From an optimization exercise on the open Yosys and OpenROAD flow, aimed at small area, a short achievable clock period and few clock cycles per item; shortcuts taken in it are not production practice. In this exercise RTL edits were held to simulation tests only and were not proved equivalent to the original. Power figures rest on the tool's default switching activity, not on a simulated workload.

==> flow/design.v, too long to show whole: its modules and the start of the top module <==
// module multiplier: 1039 lines
// module mul_fa: 4 lines
// module mul_ha: 4 lines
module multiplier(
  output [63:0] prod,
  output busy,
  input [31:0] mc,
  input [31:0] mp,
  input clk,
  input rst,
  input start);
  // ...
==> flow/flow/run.sh <==
#!/bin/bash
# Layout flow: the standard flow (standard synthesis and ORFS steps), except
# that the port buffers inserted before global placement are buf_2 cells
# instead of the delay-cell buffers ORFS picks by default. Every input and
# output port still gets its own buffer.
set -euo pipefail
export BUFFER_PORTS_ARGS="-buffer_cell sky130_fd_sc_hd__buf_2"
bash standard.sh finish > standard_flow.log 2>&1
==> flow/standard.sh <==
#!/bin/bash
# synth_recipe.tcl (not shown) runs the flow's synth.tcl, then flattens the netlist and writes it again
# the make line also repeats each setting of config.mk as NAME=value (left out here)
make -C /OpenROAD-flow-scripts/flow DESIGN_CONFIG=/design/flow/config.mk WORK_HOME=/design/flow/orfs CLKGATE_MAP_FILE= SYNTH_SCRIPT=/design/flow/synth_recipe.tcl "${@:-finish}"
==> flow/config.mk <==
export PLATFORM = sky130hd
export DESIGN_NAME = multiplier
export DESIGN_NICKNAME = multiplier
export VERILOG_FILES = /design/flow/design.v
export SDC_FILE = /design/flow/constraint.sdc
export NUM_CORES = 4
export LEC_CHECK = 0
export CAP_MARGIN = 20
export CORE_MARGIN = 2
export CORE_UTILIZATION = 60
export SETUP_SLACK_MARGIN = 0.1
export SLEW_MARGIN = 20
export SYNTH_HIERARCHICAL = 1
export SYNTH_MINIMUM_KEEP_SIZE = 0
==> flow/constraint.sdc <==
create_clock -name core_clock -period 4.0 [get_ports {clk}]
set_input_delay 0.8000 -clock core_clock [delete_from_list [all_inputs] [get_ports {clk}]]
set_output_delay 0.8000 -clock core_clock [all_outputs]
set_load 0.01 [all_outputs]
==> qor.yml, run 1 <==
worst_setup_path:
  path_buf_inv: 1
  cp_common_cell: "fa_1"
  ff2ff_path_depth: 9
  critical_path_class: "register to register"
  worstPathRequired_ns: 4.18
pwr:
  seqPwrFrac: 0.247
  pg_comb_w: 0.0103
  comb_power_share: 0.644
  totalPowerFinal_w: 0.0159
  switching_share: 0.443
  power.density_nw_per_um2: 849
  leakagePower_nw: 7.55
logic_synthesis:
  yosysTopAreaCell: "fa_1"
  synth_cell_types: 66
  synth-xor-area-share: 0.135
global_routing:
  grt_first_pass_wirelength_mm: 70.4
  gr-usage-met3: 0.0846
  met2_usage: 0.521
timing:
  hold_violations: 0
  holdWs_ns: 0.420
  drv_slew: 0
  tns_ns: 0
  tightest_slew_ns: 0.542
finish:
  layout.nets: 1940
  regArea_um2: 4350
  final_common_cell: "xnor2_1"
  n_fill_cell: 1952
  clock_area_frac: 0.0334
  final_cell_mix: "xnor2_1, fa_1, buf_2, buf_4, o22ai_1"
  drive_above_1_share: 0.257
  nNonClkInverters: 59
cts:
  clkLatencyLatePin_ns: 0.45
run:
  max_cap_violations: 0
floorplan:
  taps: 335
  io_pins: 132
placed_design:
  dpl_cell_area_um2: 17600
  gp_congestion: 0.912
  post-place-ws_ns: -0.570
route:
  wl_met2_mm: 21.3
outcome:
  status: "finished clean"
Testbench counts, summed over its fixed seeds: cycles 9,600, items 3,200.
==> run 2: changes to the inputs <==
--- a/flow/config.mk
+++ b/flow/config.mk
@@ -7,7 +7,7 @@
 export LEC_CHECK = 0
 export CAP_MARGIN = 20
 export CORE_MARGIN = 2
-export CORE_UTILIZATION = 60
+export CORE_UTILIZATION = 40
 export SETUP_SLACK_MARGIN = 0.1
 export SLEW_MARGIN = 20
 export SYNTH_HIERARCHICAL = 1
==> qor.yml, run 2 <==
logic_synthesis:
  yosysMostFrequentCell: "xnor2_1"
  syn_inst: 1459
  synth_cell_types: 66  # unchanged
  ys_top_cells_by_area: "fa_1, edfxtp_1, xnor2_1, dfxtp_1, o22ai_1"
  ys_top_cells_by_count: "xnor2_1, fa_1, o22ai_1"
  avgSynthCellArea_um2: 11.0
  ys_ff_latch: 166
  ys.warnings.count: 7
  ys_seq_area_frac: 0.271
  async_flop_share: 0
  synth_ff_type: "edfxtp_1"
  syn_area_um2: 16000
  yosysTopAreaCellShare: 0.240
  synth_edf_count: 102
  yosysTopAreaCell: "fa_1"
worst_setup_path:
  cp-start-kind: "register"
  max_stage_delay_ns: 0.51
  path_max_fanout: 20
  r2r_start: "d_one[0]"
  critical_path_class: "register to register"
  rr_endpoint: "S[8]"
  ff2ff_path_depth: 9  # unchanged
  path_buf_inv: 1  # unchanged
  cp_common_cell: "fa_1"
  critPathArrivalTime_ns: 4.11
  path_cells: "buf_12 > a22oi_1 > xnor2_1 > fa_1 > fa_1 > fa_1 > fa_1 > fa_1 > ha_1"
  worstPathRequired_ns: 4.22  # +0.04 ns
  r2r_slack_ns: 0.11
  cp_top_family: "adder cells"
  cp_slowest_cell: "fa_1"
  end_kind: "register"
cts:
  numClockSinks: 166
  clkTransAtPathRegs_ns: 0.08
  cts_tree: "done"
  clkLatencyLatePin_ns: 0.47  # +0.02 ns
  root_buffer: "clkbuf_16"
  cts_buffers: 17
  cts-htree-levels: 4
  clockBufferDepth: 2
  hold_buffers: 0
worst_hold_path:
  worstHoldPathCells: 1
  min_to: "cnt[0]"
  hold_path_class: "register to register"
  hold_start: "cnt[0]"
finish:
  layout.nets: 1926  # -0.72%
  final_util: 0.479
  drive_above_1_share: 0.256  # about the same
  n_fill_cell: 3633  # +86%
  stdcell_area_um2: 19000
  area_growth_syn_to_layout_pct: 18.4
  fin_cells: 2148
  multiInputGateArea_um2: 11100
  final_cell_mix: "xnor2_1, fa_1, buf_2, o22ai_1, buf_4"
  largestRegisters: "M (32), S (32), C (31)"
  regArea_um2: 4360  # about the same
  final_common_cell: "xnor2_1"
global_routing:
  grt_start_max_net_pins: 104
  overflow: 0
  grt_first_pass_wirelength_mm: 72.3  # +2.6%
  grt_usage: 0.230
  antenna_found_initial: 1
  grt_pass1_vias: 12200
pwr:
  ir_drop_mv: 0.428
  power.density_nw_per_um2: 852  # +0.37%
  leakagePower_nw: 7.49  # -0.79%
timing:
  tns_ns: 0  # unchanged
  fmax_mhz: 257
  maxSlewHeadroom: 0.582
  fin_ws_ns: 0.111
  finalCritPeriodShare: 0.972
  tightest_slew_ns: 0.628  # +0.0852 ns
  rsz0062_at_grt: "yes"
  setup_viol: 0
  fin_skew_ns: 0.0146
  min_period_ns: 3.89
  drv_slew: 0  # unchanged
  hold_violations: 0  # unchanged
route:
  firstDrtPassIters: 5
  postRouteAntennaNets: 0
  drcViolationCount: 0
  vias: 11800
  drtIter0Drc: 923
  postRouteWirelength_mm: 46.8
  viasPerCell: 5.51
  wl_per_cell_um: 21.8
floorplan:
  rows: 73
  die_area_um2: 41700
  initial_utilization: 0.405
  io_pins: 132  # unchanged
  core-area_um2: 39600
  fp.dieW_um: 204
  dieHeight_um: 204
run:
  max_cap_violations: 0  # unchanged
placed_design:
  gp_congestion: 0.880  # -3.5%
  place_inst: 2092
  dpl_cell_area_um2: 17900  # +1.4%
  portBuffers: 131
  post-place-ws_ns: -0.562  # +0.00844 ns
  hpwl_mm: 36.6
outcome:
  status: "finished clean"
## run 2: cell counts after synthesis
No cell type changed its count.
## run 2: stage by stage
step | power (W) | hold WS [ns]
2_1_floorplan | 0.0109 | 0.390
3_3_place_gp | 0.0138 | 0.400
3_5_place_dp | 0.0142 | 0.418
4_1_cts | 0.0161 | 0.434
5_1_grt | 0.0177 | 0.469
6_report | 0.0162 | 0.436
## run 2: cell type report
cell class,instances,share of cell area
Multi-Input combinational cell,1094,0.586
Sequential cell,166,0.229
Timing Repair Buffer,271,0.106
Tap cell,525,0.0346
Clock buffer,18,0.0226
Inverter,59,0.0117
Clock inverter,14,0.00922
Antenna cell,1,0.000132
## run 2: per-module statistics from Yosys, one instance, submodules excluded
module / times used / area [um^2] / cells inside
mul_fa: 192 / 20.0 / 1
multiplier: 1 / 12100 / 1260
mul_ha: 7 / 12.5 / 1
## run 2: worst max-delay path by stage
| stage | from | to | depth (start not counted) | slack, ns |
|---|---|---|---|---|
| global route | Ls[0] | prod[58] | 12 | -0.06 |
| global placement | mp[3] | S[13] | 11 | -0.50 |
| floorplan | mp[7] | S[0] | 9 | -0.02 |
| finish | d_one[0] | S[8] | 9 | 0.11 |
| detailed placement | mp[3] | S[9] | 11 | -0.56 |
| CTS | Ls[0] | prod[57] | 11 | 0.05 |
## run 2: repair_timing
item                                    in CTS  in global routing
gates cloned                                 0                  1
buffers inserted                             9                 13
endpoints found under the setup margin      53                 36
pin swaps                                    7                 26
resized for setup                           18                 44
## run 2: logic make-up after synthesis
family / count (synthesis) / share of synthesized area
adder cells (fa/ha/maj): 250 / 0.285
AND/OR/NAND/NOR: 218 / 0.0711
flip-flops: 166 / 0.271
buffers and inverters: 203 / 0.0637
multiplexers: 65 / 0.0415
XOR/XNOR: 248 / 0.135
other: 1 / 0.000234
AO/OA/AOI/OAI: 308 / 0.133
## run 2: where the power goes
| part | switching, W | internal (W) | total [W] |
|---|---|---|---|
| logic | 0.00561 | 0.00493 | 0.0105 |
| registers | 0.000676 | 0.00323 | 0.00390 |
| clock network | 0.000841 | 0.000899 | 0.00174 |
| total | 0.00713 | 0.00906 | 0.0162 |
## run 2: layer usage
layer	GRT usage	part of all wire	up-vias
met5	0	0	-
met4	0.0670	0.024	0
met3	0.0376	0.057	58
met2	0.384	0.49	396
met1	0.308	0.43	6022
li1	-	-	5355

## static timing again, ports no longer ideal
Ports are ideal in the flow. The routed layouts listed here were re-timed in OpenROAD. Step 1, drivers: a clkbuf_16 drives clk and a buf_2 each remaining input, both assumed. Step 2 also shifts input and output timing later by t, the mid clock arrival at the registers, as if the neighbouring blocks saw the same clock. Three values: ideal, step 1, step 2; two values: the first two.
| run | t (ns) | setup WS [ns] | worst register clock-pin slew, ns | cell pins on the clock port's net |
|---|---|---|---|---|
| run 1 | 0.492 | 0.122 / 0.122 / -0.333 | 0.09 / 0.09 | 1 |
| run 2 | 0.513 | 0.111 / 0.058 / -0.291 | 0.08 / 0.08 | 1 |
Met with ideal ports but missed after step 2: setup timing in run 1 and run 2. For run 1, which loses most, drivers alone change the setup slack by 0.000 ns; drivers and shift together by -0.455 ns.
